This design comes from an exercise in tuning for a short achievable clock period and few clock cycles on the open sky130 flow, not from production work. In this exercise RTL edits were held to simulation tests only and were not proved equivalent to the original. Power figures rest on the tool's default switching activity, not on a simulated workload.

## flow/design.v (module list and top-level ports; edited modules follow where they fit)
// module Extend1to32: 5 lines
// module Extend26to28: 5 lines
// module Extend8to32: 5 lines
// module Load: 6 lines
// module ShiftLeft2: 5 lines
// module SignExtend16to32: 5 lines
// module Store: 10 lines
// module mux16: 25 lines
// module mux2: 11 lines
// module mux4: 13 lines
// module mux8: 17 lines
// module Registrador: 11 lines
// module Instr_Reg: 21 lines
// module Banco_reg: 18 lines
// module RegDesloc: 24 lines
// module Ula32: 43 lines
// module mult: 64 lines
// module div: 63 lines
// module controle: 2011 lines
// module cpu: 114 lines
module cpu(clk, rst, mem_addr, mem_wdata, mem_we, mem_rdata);
  // ...
==> flow/run.sh <==
#!/bin/bash
# synth_recipe.tcl (not shown) runs the flow's synth.tcl, then flattens the netlist and writes it again
# the make line also repeats each setting of config.mk as NAME=value (left out here)
make -C /OpenROAD-flow-scripts/flow DESIGN_CONFIG=/design/flow/config.mk WORK_HOME=/design/flow/orfs CLKGATE_MAP_FILE= SYNTH_SCRIPT=/design/flow/synth_recipe.tcl finish
==> flow/config.mk <==
export PLATFORM = sky130hd
export DESIGN_NAME = cpu
export DESIGN_NICKNAME = cpu
export VERILOG_FILES = /design/flow/design.v
export SDC_FILE = /design/flow/constraint.sdc
export NUM_CORES = 4
export LEC_CHECK = 0
export CAP_MARGIN = 20
export CORE_MARGIN = 2
export CORE_UTILIZATION = 40
export SLEW_MARGIN = 20
==> flow/constraint.sdc <==
create_clock -name core_clock -period 20.0 [get_ports {clk}]
set_input_delay 4.0000 -clock core_clock [delete_from_list [all_inputs] [get_ports {clk}]]
set_output_delay 4.0000 -clock core_clock [all_outputs]
set_load 0.01 [all_outputs]
==> impl_metrics.py, run 1 <==
metrics = {
    "route": {
        "dr_total_vias": 109720,
        "post_drt_via_cell_ratio": 6.69,
        "routed_wl_um": 576000,
    },
    "worst_setup_path": {
        "crit_path_end_kind": "flop",
        "cp_top_family": "adder cells",
        "critical_path_required_ns": 20.81,
        "cpPeakStageDelay_ns": 0.87,
        "startpoint_type": "flop",
        "cp_num_cells": 54,
    },
    "outcome": {
        "outcome": "timing/DRC/antenna clean",
    },
    "die": {
        "start_util_pct": 40.2,
        "die-width_um": 559,
    },
    "layout": {
        "fillCellCount": 28964,
        "multi_input_area_um2": 66900,
        "seq_cells": 1845,
        "layout-drive-gt1-share_pct": 13.8,
        "postLayoutCellArea_um2": 136000,
        "final_common_cell": "nor2_1",
        "nonClkBufAreaFrac_pct": 3.11,
        "largest-register": "RegBank.Reg",
        "final_cell_mix": "nor2_1, edfxtp_1, mux2i_1, nand2_1, a21oi_1",
        "nNonClkBuffers": 519,
    },
    "pwr": {
        "p_leak_nw": 46.6,
        "powerClk_mw": 4.00,
        "p_sw_share_pct": 42.8,
    },
    "global_route": {
        "met3_usage_pct": 8.80,
        "track_usage_pct": 35.8,
        "use_met1_pct": 44.2,
        "antenna_found_initial": 37,
    },
    "clock_network": {
        "cts_buffers": 213,
        "htreeDepth": 4,
    },
    "placement": {
        "placed_cells": 15967,
    },
    "timing": {
        "final-max-slew-violation-count": 0,
        "max_freq_ghz": 0.0519,
        "setup_violations": 0,
    },
    "synth": {
        "synthTopCellsByArea": "edfxtp_1, mux4_2, mux2i_1, dfxtp_1, nor2_1",
        "synth_edf_count": 1445,
        "synthSimpleGateAreaFrac_pct": 14.2,
    },
    "run": {
        "drv_cap": 0,
    },
    "min_path": {
        "min_to": "Controle.hi_ctrl",
    },
}
Testbench counts, summed over its fixed seeds: cycles 111,466.
==> run 2: changes to the inputs <==
--- a/flow/config.mk
+++ b/flow/config.mk
@@ -8,4 +8,5 @@
 export CAP_MARGIN = 20
 export CORE_MARGIN = 2
 export CORE_UTILIZATION = 40
+export SETUP_SLACK_MARGIN = 5
 export SLEW_MARGIN = 20
==> impl_metrics.py, run 2 <==
metrics = {
    "outcome": {
        "outcome": "timing/DRC/antenna clean",
    },
    "synth": {
        "ys.flop_type": "edfxtp_1",
        "ys_types": 101,
        "synthTopCellsByCount": "nor2_1, edfxtp_1, mux2i_1",
        "synth_compound_area_share_pct": 15.9,
        "synthMuxAreaShare_pct": 18.3,
        "syn_inst": 12455,
        "synthAdderAreaFrac_pct": 3.31,
        "seq_area_frac_synth_pct": 41.7,
        "synth_xor_area_share_pct": 2.01,
        "synth_area_per_cell_um2": 9.89,
        "synth_top_cell_area_share_pct": 35.2,
        "yosysWarnings": 25,
        "yosysTopAreaCell": "edfxtp_1",
        "syn_area_um2": 123000,
        "synthTopCellsByArea": "edfxtp_1, mux4_2, mux2i_1, dfxtp_1, nor2_1",
        "synth_async_sr_flop_share_pct": 0,
        "synth_top_family_by_area": "multiplexers",
        "synth_seq_cells": 1845,
        "synthSimpleGateAreaFrac_pct": 14.2,
        "syn_nets": 12793,
        "synth_edf_count": 1445,
        "yosysMostFrequentCell": "nor2_1",
    },
    "clock_network": {
        "path_clk_slew_ns": 0.07,
        "clock_path_buffers": 4,
        "cts.sink_count": 1845,
        "cts_tree": "done",
        "htreeDepth": 4,
        "cts_hold_repair.buffers": 0,
        "cts_buffers": 213,
        "clkLatencyLatePin_ns": 0.97,
        "cts_root_buf": "clkbuf_16",
    },
    "route": {
        "drt_iter0_drc": 17629,
        "drc": 0,
        "wl_met1_um": 220000,
        "wl_per_cell_um": 36.1,
        "wl_met2_um": 255000,
        "drt-pass1-iter-count": 10,
        "detail-route-antenna-nets": 0,
        "dr.max_layer_used": "met5",
        "dr_total_vias": 110183,
        "routed_wl_um": 594000,
        "post_drt_via_cell_ratio": 6.69,
        "route.met3.wl_um": 68600,
    },
    "worst_setup_path": {
        "critical_path_required_ns": 20.83,
        "crit_path_end_kind": "flop",
        "startpoint_type": "flop",
        "cpPeakStageDelay_ns": 0.58,
        "critPathSlowestCell": "or4_4",
        "cp_max_fo": 26,
        "crit_top_cell": "fa_2",
        "crit_buf_inv": 6,
        "arrival_ns": 16.77,
        "cp_top_family": "adder cells",
        "critPathKind": "reg -> reg",
    },
    "die": {
        "design.core.area_um2": 306000,
        "ios": 99,
        "dieArea_um2": 312000,
        "num_rows": 203,
        "die-width_um": 559,
        "start_util_pct": 40.2,
        "die_y_um": 559,
    },
    "layout": {
        "postLayoutCellArea_um2": 138000,
        "nets": 12497,
        "fillCellCount": 28632,
        "regArea_um2": 51500,
        "multi_input_area_um2": 68000,
        "largest_reg_flops": 1024,
        "largest-register": "RegBank.Reg",
        "final_cell_mix": "nor2_1, edfxtp_1, mux2i_1, nand2_1, a21oi_1",
        "layout-drive-gt1-share_pct": 15.7,
        "final_common_cell": "nor2_1",
        "stdcell_count": 16464,
        "area_delta_synth_final_pct": 12.1,
    },
    "min_path": {
        "worstHoldStart": "EPC.saida[4]",
        "hp-class": "reg -> reg",
    },
    "global_route": {
        "track_usage_pct": 37.0,
        "overflow": 0,
        "grt_pass1_wl_um": 818000,
        "grt_pass1_vias": 103998,
        "antenna_found_initial": 46,
        "grt_max_degree": 121,
    },
    "timing": {
        "final-max-slew-violation-count": 0,
        "fin_crit_ns": 15.94,
        "setup_violations": 0,
        "max_slew.worst_pin.slew_ns": 1.28,
        "fin_tns_setup_ns": 0,
        "clock_skew_ns": 0.114,
        "rsz0062_at_grt": "true",
        "max_freq_ghz": 0.0627,
        "finalCritPeriodShare_pct": 79.7,
        "hold_violations": 0,
        "slew-limit-headroom_pct": 14.1,
    },
    "placement": {
        "portBuffers": 98,
        "placed_cells": 15939,
        "placed_area_um2": 129000,
        "gp_congestion": 1.02,
        "hpwl_um": 403000,
    },
    "pwr": {
        "p_leak_nw": 47.8,
        "power_density_nw_per_um2": 114,
        "finalPower_mw": 15.7,
        "peakVddDrop_v": 0.0000913,
    },
    "run": {
        "drv_cap": 0,
    },
}
## run 2: through the flow
step                hold WS (ns)  setup WS, ns  utilization (%)
detailed placement         0.476          2.45             42.1
global route               0.487          3.87             45.1
CTS                        0.483          4.26             44.9
finish                     0.487          4.06             45.1
global placement           0.467          2.54             42.0
floorplan                  0.454          4.43                -
## run 2: final cells by class
class	count	share of cell area [%]
multi-input combinational	9274	49.3
sequential	1845	37.3
clock buffer	276	4.19
timing repair buffer	585	3.89
tap	4100	3.72
clock inverter	117	0.927
inverter	240	0.661
antenna	27	0.0490
## run 2: worst min-delay path, cell delays in order, from the launching register on
cell	delay, ns
dfxtp_1	0.31
nor2_1	0.08
a211oi_1	0.05
## run 2: final timing paths
| path | end | slack (ns) | cells after the start |
|---|---|---|---|
| worst max-delay path | PC.saida[12] | 4.06 | 51 |
| worst min register to register | EPC.saida[4] | 0.49 | 2 |
| worst max register to register | PC.saida[12] | 4.06 | 51 |
| worst min-delay path | EPC.saida[4] | 0.49 | 2 |
## run 2: timing repair
item	CTS	global route
gates resized for setup	144	70
pin swaps	39	35
cloned	18	2
endpoints found under the setup margin	129	91
buffers inserted	74	9
## run 2: cell families after synthesis
kind of cell,count (synthesis)
simple gates,4024
compound gates,3059
flops,1845
mux,1595
buf+inv,1346
fa+ha+maj,304
xor+xnor,282
## run 2: power by group
part	internal [mW]	switching (mW)	leakage (nW)	total [mW]
Sequential	4.45	0.317	17.6	4.77
Clock	2.31	1.77	3.45	4.07
Combinational	2.20	4.67	26.7	6.87
Total	8.96	6.76	47.8	15.7
## run 2: layer usage
| metal | vias to the layer above | GRT usage (%) |
|---|---|---|
| met5 | - | 0 |
| met4 | 28 | 25.4 |
| met3 | 1835 | 9.27 |
| met2 | 7822 | 55.4 |
| met1 | 54484 | 47.0 |
| li1 | 46014 | - |

## afterwards: timing with drivers on the ports
No port has a modelled driver above. Below, the same layouts with a new extraction and two added sets of constraints.
Step 1: set_driving_cell puts a clkbuf_16 on clk and a buf_2 on each other input, an assumption about the parent block.
Step 2 moves the port delays by t, midway between the first and last clock arrival at a register: inputs arrive t later, outputs are due t later. That takes back most of the time a late clock gives input paths.
Slacks: ideal ports / drivers / drivers and shift; pairs: ideal ports / drivers.
| run | t, ns | slack for setup (ns) | hold WS [ns] | worst slew at a driven data input, ns | cell pins on the clock port's net |
|---|---|---|---|---|---|
| run 1 | 1.016 | 0.739 / 0.739 / 0.739 | 0.482 / 0.482 / 0.482 | 0.08 | 1 |
| run 2 | 1.025 | 4.061 / 4.061 / 4.061 | 0.487 / 0.487 / 0.487 | 0.15 | 1 |
After both steps every run listed still meets setup and hold.
